This design comes from an exercise in tuning for small area on the open sky130 flow, not from production work.
In this exercise RTL edits were held to simulation tests only and were not proved equivalent to the original.

## v52
// Multiplier32Bit
module Multiplier32Bit (
	input[31:0] multiplicand,
	input[31:0] multiplier,
	input clk,
	input enable,
	input reset_n,
	output[31:0] aBus,
	output valid
);
	reg[31:0] acc;     
	reg[3:0] q;        
	reg vld;
	wire[31:0] mc = multiplicand;
	wire[31:0] mp = multiplier;
	genvar i;
	wire[3:1] a, o;
	generate
		for (i = 1; i < 4; i = i + 1) begin : gz
			wire a_lo, a_hi, o_lo, o_hi;
			nand4 u0 (.a(mp[8*i]), .b(mp[8*i+1]), .c(mp[8*i+2]), .d(mp[8*i+3]), .y(a_lo));
			nand4 u1 (.a(mp[8*i+4]), .b(mp[8*i+5]), .c(mp[8*i+6]), .d(mp[8*i+7]), .y(a_hi));
			nor2 u2 (.a(a_lo), .b(a_hi), .y(a[i]));
			nor4 u3 (.a(mp[8*i]), .b(mp[8*i+1]), .c(mp[8*i+2]), .d(mp[8*i+3]), .y(o_lo));
			nor4 u4 (.a(mp[8*i+4]), .b(mp[8*i+5]), .c(mp[8*i+6]), .d(mp[8*i+7]), .y(o_hi));
			and2 u5 (.a(o_lo), .b(o_hi), .y(o[i]));
		end
	endgenerate
	wire z1 = (a[3] & a[2] & a[1]) | (o[3] & o[2] & o[1]);   
	wire z2 = (a[3] & a[2]) | (o[3] & o[2]);                 
	wire z3 = a[3] | o[3];                                   
	wire idle = ~|q;
	wire busy = ~idle;
  ...
Size in the first run: about 500 cells after synthesis, about 100 I/O pins.
==> flow/config.mk <==
export PLATFORM = sky130hd
export DESIGN_NAME = Multiplier32Bit
export DESIGN_NICKNAME = Multiplier32Bit
export VERILOG_FILES = /design/flow/design.v
export SDC_FILE = /design/flow/constraint.sdc
export NUM_CORES = 4
export LEC_CHECK = 0
export CAP_MARGIN = 20
export CORE_MARGIN = 2
export CORE_UTILIZATION = 40
export CTS_BUF_LIST = sky130_fd_sc_hd__clkbuf_8
export GPL_TIMING_DRIVEN = 0
export SLEW_MARGIN = 20
export SYNTH_HIERARCHICAL = 1
export SYNTH_MINIMUM_KEEP_SIZE = 0
==> flow/constraint.sdc <==
create_clock -name core_clock -period 10.0 [get_ports {clk}]
set_input_delay 2.0000 -clock core_clock [delete_from_list [all_inputs] [get_ports {clk}]]
set_output_delay 2.0000 -clock core_clock [all_outputs]
set_load 0.01 [all_outputs]
standard.sh (not shown) runs the stock make flow with config.mk's settings and CLKGATE_MAP_FILE= SYNTH_SCRIPT=/design/flow/synth_recipe.tcl, a recipe that flattens the netlist after the stock synthesis.
==> flow/flow/run.sh <==
#!/bin/bash
export BUFFER_PORTS_ARGS="-buffer_cell sky130_fd_sc_hd__buf_1"
export CTS_ARGS="-sink_clustering_enable -repair_clock_nets -dont_use_dummy_load -buf_list sky130_fd_sc_hd__clkbuf_4"
export POST_FLOORPLAN_TCL="$PWD/flow/downsize.tcl"
bash standard.sh RECOVER_POWER=100 finish > standard.log 2>&1
==> flow/flow/downsize.tcl <==
# Sourced after floorplanning (POST_FLOORPLAN_TCL): set every logic cell to
# the smallest drive strength of its function. Placement-stage repair and
# timing repair size up again where timing or slew needs it.
set db [ord::get_db]
set n 0
foreach inst [[ord::get_db_block] getInsts] {
  set m [[$inst getMaster] getName]
  if {![regexp {^(sky130_fd_sc_hd__[a-z0-9]+)_([0-9]+)$} $m -> base drive]} { continue }
  if {[regexp {dfxtp|dfrtp|conb|tap|fill|decap|clkbuf|clkinv|clkdly|dly} $base]} { continue }
  foreach d {0 1 2} {
    if {$d >= $drive} { break }
    set cand "${base}_$d"
    if {[$db findMaster $cand] != "NULL" && [llength [get_lib_cells -quiet $cand]] > 0 && [lsearch $::env(DONT_USE_CELLS) $cand] < 0} {
      replace_cell [$inst getName] $cand
      incr n
      break
    }
  }
}
puts "downsize: $n cells set to their smallest drive strength"
Edits applied to the flow inputs when going from v52 to v7:
- GPL_TIMING_DRIVEN no longer set, was 0
==> summary.txt <==
Going from v52 to v7, delay of the slowest cell on the worst path has increased, final area moved down, post-CTS repair timing setup buffer count has decreased.
Here is what was changed in the inputs of v55 compared with v7.
==> flow/flow/run.sh <==
#!/bin/bash
export BUFFER_PORTS_ARGS="-buffer_cell sky130_fd_sc_hd__buf_1"
export CTS_ARGS="-sink_clustering_enable -repair_clock_nets -dont_use_dummy_load -buf_list sky130_fd_sc_hd__clkbuf_16 -sink_clustering_size 40 -sink_clustering_max_diameter 400"
export POST_FLOORPLAN_TCL="$PWD/flow/downsize.tcl"
bash standard.sh RECOVER_POWER=100 finish > standard.log 2>&1
[summary]
v55 against v7: maximum clock frequency shrank by 0.0012 GHz, transition time of the tightest slew-check pin shrank by 0.013 ns. | global-route usage | v7 vs v55 | ≈ equal |. Between v7 and v55, the met2 track demand over resource is higher for v55.


== job 5075 ==
Starting RTL as in the previous note.
export LEC_CHECK = 0
export CAP_MARGIN = 20
export CORE_MARGIN = 2
export CORE_UTILIZATION = 40
export CTS_BUF_LIST = sky130_fd_sc_hd__clkbuf_8
export SLEW_MARGIN = 20
export SYNTH_HIERARCHICAL = 1
export SYNTH_MINIMUM_KEEP_SIZE = 0
create_clock -name core_clock -period 10.0 [get_ports {clk}]
==> flow/flow/run.sh <==
#!/bin/bash
export BUFFER_PORTS_ARGS="-buffer_cell sky130_fd_sc_hd__buf_1"
export CTS_ARGS="-sink_clustering_enable -repair_clock_nets -dont_use_dummy_load -buf_list sky130_fd_sc_hd__clkbuf_8"
export POST_FLOORPLAN_TCL="$PWD/flow/downsize.tcl"
bash standard.sh RECOVER_POWER=100 finish > standard.log 2>&1
Scripts as last shown in full above: flow/flow/downsize.tcl
Job 5075 reached the end of the flow, and the finished layout is clean on the timing, DRC and antenna checks.
Input changes introduced in job 8223 (baseline for comparison: job 5075):
- an added GPL_TIMING_DRIVEN of 0
==> comparison <==
From job 5075 to job 8223 the numbers moved as follows: number of global-route vias before repair shows an increase of 331, share of cells above drive strength 1 shows an increase of 3.7 points.
Re count of sequential standard cells: no difference whatsoever between job 5075 and job 8223.
diff inputs: job 8223 => job 568
- removing GPL_TIMING_DRIVEN (formerly 0)
- changing CORE_UTILIZATION from 40 to 75
## What came out
- Job 568 ran to completion and came out clean on the timing, DRC and antenna checks.
- | overall via count from detail_route | job 568 vs job 8223 | ≈ equal |
- Job 568 — global-route usage 13 points higher, job 8223 as reference
- Compared with job 8223, in job 568 layout overhead on the synthesized area down 6.4 points, wire length of the first global-routing pass dropped about 6.5%, setup slack has remained practically unchanged, routed wire length -1.4 mm, global-route track usage on met2 increased by 22 points relative to the old numbers.
- Note that the die width recorded for job 568 amounts to 0.74 times the value seen in job 8223.
- Cell count of the worst reg-to-reg path in job 568 vs job 8223: down 4.2%
### job 568 -> job 2275
- CORE_UTILIZATION now 40, was 75
==> flow/flow/run.sh <==
#!/bin/bash
export BUFFER_PORTS_ARGS="-buffer_cell sky130_fd_sc_hd__buf_1"
export CTS_ARGS="-sink_clustering_enable -sink_clustering_levels 1 -repair_clock_nets -dont_use_dummy_load -buf_list sky130_fd_sc_hd__clkbuf_8"
export POST_FLOORPLAN_TCL="$PWD/flow/downsize.tcl"
bash standard.sh RECOVER_POWER=100 finish > standard.log 2>&1
Findings:
Compared with job 568, job 2275 shows half-perimeter wire length after detailed placement higher by 750 µm. Per the comparison of job 2275 with job 568, routability congestion estimate from global placement has decreased.
Modified inputs, job 5439 compared to job 2275
==> flow/flow/run.sh <==
#!/bin/bash
export BUFFER_PORTS_ARGS="-buffer_cell sky130_fd_sc_hd__buf_1"
export CTS_ARGS="-sink_clustering_enable -repair_clock_nets -dont_use_dummy_load -buf_list sky130_fd_sc_hd__clkbuf_4"
export POST_FLOORPLAN_TCL="$PWD/flow/downsize.tcl"
bash standard.sh RECOVER_POWER=100 finish > standard.log 2>&1
### Flow results
- On maximum clock path buffer count, job 2275 tracks job 5439 almost exactly.
- From job 5439 to job 2275, non-clock buffer count did not move at all.
- Job 5439 drops fewer vias than job 2275.
- On area taken by multi-input logic gates, job 2275 and job 5439 are neck and neck.
- Job 2275 has a higher post-route cell area than job 5439.
- Comparing job 2275 with job 5439, the met2 usage came out essentially unchanged.
Changes in job 9686 relative to job 5439:
- changing CORE_UTILIZATION from 40 to 60
==> flow/flow/run.sh <==
#!/bin/bash
export BUFFER_PORTS_ARGS="-buffer_cell sky130_fd_sc_hd__buf_1"
export CTS_ARGS="-sink_clustering_enable -repair_clock_nets -dont_use_dummy_load -buf_list sky130_fd_sc_hd__clkbuf_8"
export POST_FLOORPLAN_TCL="$PWD/flow/downsize.tcl"
bash standard.sh RECOVER_POWER=100 finish > standard.log 2>&1
--- outcome ---
Job 5439 has completed all stages; timing, DRC and antenna checks passed.
Job 9686: all stages complete, timing, DRC and antenna checks passed
Summary of job 9686 over job 5439: buffering overhead moved up, number of tap instances decreased by 51 relative to the old numbers, signed area change from the synthesized netlist to the final layout grew by 0.20 points.


Multiplier32Bit, a different RTL version from the one above (not shown whole).
Size in the first run: ~570 cells after synthesis, ~6500 um2 of cells after synthesis.
clock: 10.0 ns
lec_check: 0
cap_margin: 20
core_margin: 2
core_utilization: 40
slew_margin: 20
synth_hierarchical: 1
synth_minimum_keep_size: 0
==> flow/flow/run.sh <==
#!/bin/bash
export BUFFER_PORTS_ARGS="-buffer_cell sky130_fd_sc_hd__buf_1"
export POST_FLOORPLAN_TCL="$PWD/flow/downsize.tcl"
bash standard.sh RECOVER_POWER=100 finish > standard.log 2>&1
Scripts as last shown in full above: flow/flow/downsize.tcl
The first run completed with no timing, DRC or antenna violations.
Change:
--- a/flow/flow/downsize.tcl
+++ b/flow/flow/downsize.tcl
@@ -11,5 +11,5 @@
     if {$d >= $drive} { break }
     set cand "${base}_$d"
-    if {[$db findMaster $cand] != "NULL" && [llength [get_lib_cells -quiet $cand]] > 0 && [lsearch $::env(DONT_USE_CELLS) $cand] < 0} {
+    if {[$db findMaster $cand] != "NULL" && [llength [get_lib_cells -quiet $cand]] > 0 && ![sta::is_dont_use [get_lib_cells $cand]]} {
       replace_cell [$inst getName] $cand
       incr n
ABC_AREA = 1   (was not set)
Effect: This time the run did not get past floorplan (2_1_floorplan). Synthesized cell count came out higher by 130%. Synthesized area came out higher by 18%.


RTL: one of the versions met above, not the one the previous note started from.
Size in the first run: roughly 500 cells after synthesis, about 37 flip-flops, about 100 I/O pins, ~0.0057 mm² of cells after synthesis.
export LEC_CHECK = 0
export CAP_MARGIN = 20
export CORE_MARGIN = 2
export CORE_UTILIZATION = 40
export CTS_BUF_LIST = sky130_fd_sc_hd__clkbuf_8
export SLEW_MARGIN = 20
export SYNTH_HIERARCHICAL = 1
export SYNTH_MINIMUM_KEEP_SIZE = 0
create_clock -name core_clock -period 10.0 [get_ports {clk}]
==> flow/flow/run.sh <==
#!/bin/bash
export BUFFER_PORTS_ARGS="-buffer_cell sky130_fd_sc_hd__buf_1"
export CTS_ARGS="-repair_clock_nets -dont_use_dummy_load -buf_list sky130_fd_sc_hd__clkbuf_4"
export POST_FLOORPLAN_TCL="$PWD/flow/downsize.tcl"
bash standard.sh RECOVER_POWER=100 finish > standard.log 2>&1
==> flow/flow/downsize.tcl <==
# Sourced after floorplanning (POST_FLOORPLAN_TCL): set every logic cell to
# the smallest drive strength of its function. Placement-stage repair and
# timing repair size up again where timing or slew needs it.
set db [ord::get_db]
set n 0
foreach inst [[ord::get_db_block] getInsts] {
  set m [[$inst getMaster] getName]
  if {![regexp {^(sky130_fd_sc_hd__[a-z0-9]+)_([0-9]+)$} $m -> base drive]} { continue }
  if {[regexp {dfxtp|dfrtp|conb|tap|fill|decap|clkbuf|clkinv|clkdly|dly} $base]} { continue }
  foreach d {0 1 2} {
    if {$d >= $drive} { break }
    set cand "${base}_$d"
    if {[$db findMaster $cand] != "NULL" && [llength [get_lib_cells -quiet $cand]] > 0 && [lsearch $::env(DONT_USE_CELLS) $cand] < 0} {
      replace_cell [$inst getName] $cand
      incr n
      break
    }
  }
}
puts "downsize: $n cells set to their smallest drive strength"
The baseline passed the timing, DRC and antenna checks.
Change:
--- a/flow/flow/run.sh
+++ b/flow/flow/run.sh
@@ -3 +3 @@
-export CTS_ARGS="-repair_clock_nets -dont_use_dummy_load -buf_list sky130_fd_sc_hd__clkbuf_4"
+export CTS_ARGS="-sink_clustering_enable -repair_clock_nets -dont_use_dummy_load -buf_list sky130_fd_sc_hd__clkbuf_8 -sink_clustering_size 20 -sink_clustering_max_diameter 300"
After rerunning:
- final area increases slightly
- cell count is about the same
- critical path depth stays the same
- register-to-register slack hardly moves
- clock skew is about the same
Change:
==> flow/flow/run.sh (replaced) <==
#!/bin/bash
export BUFFER_PORTS_ARGS="-buffer_cell sky130_fd_sc_hd__buf_1"
export CTS_ARGS="-sink_clustering_enable -repair_clock_nets -dont_use_dummy_load -buf_list {sky130_fd_sc_hd__clkbuf_4 sky130_fd_sc_hd__clkbuf_8}"
export POST_FLOORPLAN_TCL="$PWD/flow/downsize.tcl"
bash standard.sh RECOVER_POWER=100 finish > standard.log 2>&1
Final cell count does not change.
Setup slack is unchanged.
Routed wire length is unchanged.
Final area stays the same.
Count of clock-buffer cells in the layout does not change.
Clock skew stays the same.
Change:
==> flow/flow/run.sh (replaced) <==
#!/bin/bash
export BUFFER_PORTS_ARGS="-buffer_cell sky130_fd_sc_hd__buf_1"
export CTS_ARGS="-sink_clustering_enable -repair_clock_nets -dont_use_dummy_load -buf_list sky130_fd_sc_hd__clkbuf_8"
export POST_FLOORPLAN_TCL="$PWD/flow/downsize.tcl"
bash standard.sh RECOVER_POWER=100 finish > standard.log 2>&1
Result:
- setup slack does not change
- hold slack is unchanged
- synthesized cell count stays the same
- clock skew stays the same
- design area does not change

port drivers added, routing unchanged:
How much do the figures lean on ideal ports? The routed layouts below were timed once more, with nothing changed but the port constraints. Step 1 (the two cells are an assumption about what drives the block):
set clk [get_ports {clk}]
set_driving_cell -lib_cell sky130_fd_sc_hd__clkbuf_16 $clk
set_driving_cell -lib_cell sky130_fd_sc_hd__buf_2 [delete_from_list [all_inputs] $clk]
Step 2 also shifts input and output timing later by t, the mid clock arrival at the registers, as if the neighbouring blocks saw the same clock. Slacks: no drivers / after step 1 / after step 2; pairs: no drivers / after step 1.
| run | shift t [ns] | slack for setup (ns) | worst data-port slew with drivers (ns) |
|---|---|---|---|
| v52 | 0.397 | 0.426 / 0.443 / 0.047 | 0.05 |
| v7 | 0.409 | 0.561 / 0.575 / 0.166 | 0.05 |
| v55 | 0.328 | 0.453 / 0.475 / 0.147 | 0.05 |
| job 5075 | 0.339 | 0.512 / 0.528 / 0.190 | 0.05 |
| job 8223 | 0.334 | 0.403 / 0.421 / 0.088 | 0.06 |
| job 568 | 0.323 | 0.402 / 0.402 / 0.080 | 0.05 |
| job 2275 | 0.339 | 0.512 / 0.528 / 0.190 | 0.05 |
| job 5439 | 0.409 | 0.561 / 0.575 / 0.166 | 0.05 |
| job 9686 | 0.316 | 0.475 / 0.486 / 0.170 | 0.05 |
| the first run of note 3 | 0.320 | 0.510 / 0.524 / 0.204 | 0.04 |
| the first run of note 4 | 0.409 | 0.561 / 0.575 / 0.166 | 0.05 |
| the second run of note 4 | 0.339 | 0.512 / 0.528 / 0.190 | 0.05 |
| the third run of note 4 | 0.339 | 0.512 / 0.528 / 0.190 | 0.05 |
| the fourth run of note 4 | 0.339 | 0.512 / 0.528 / 0.190 | 0.05 |
After both steps setup and hold are still met in every run listed.
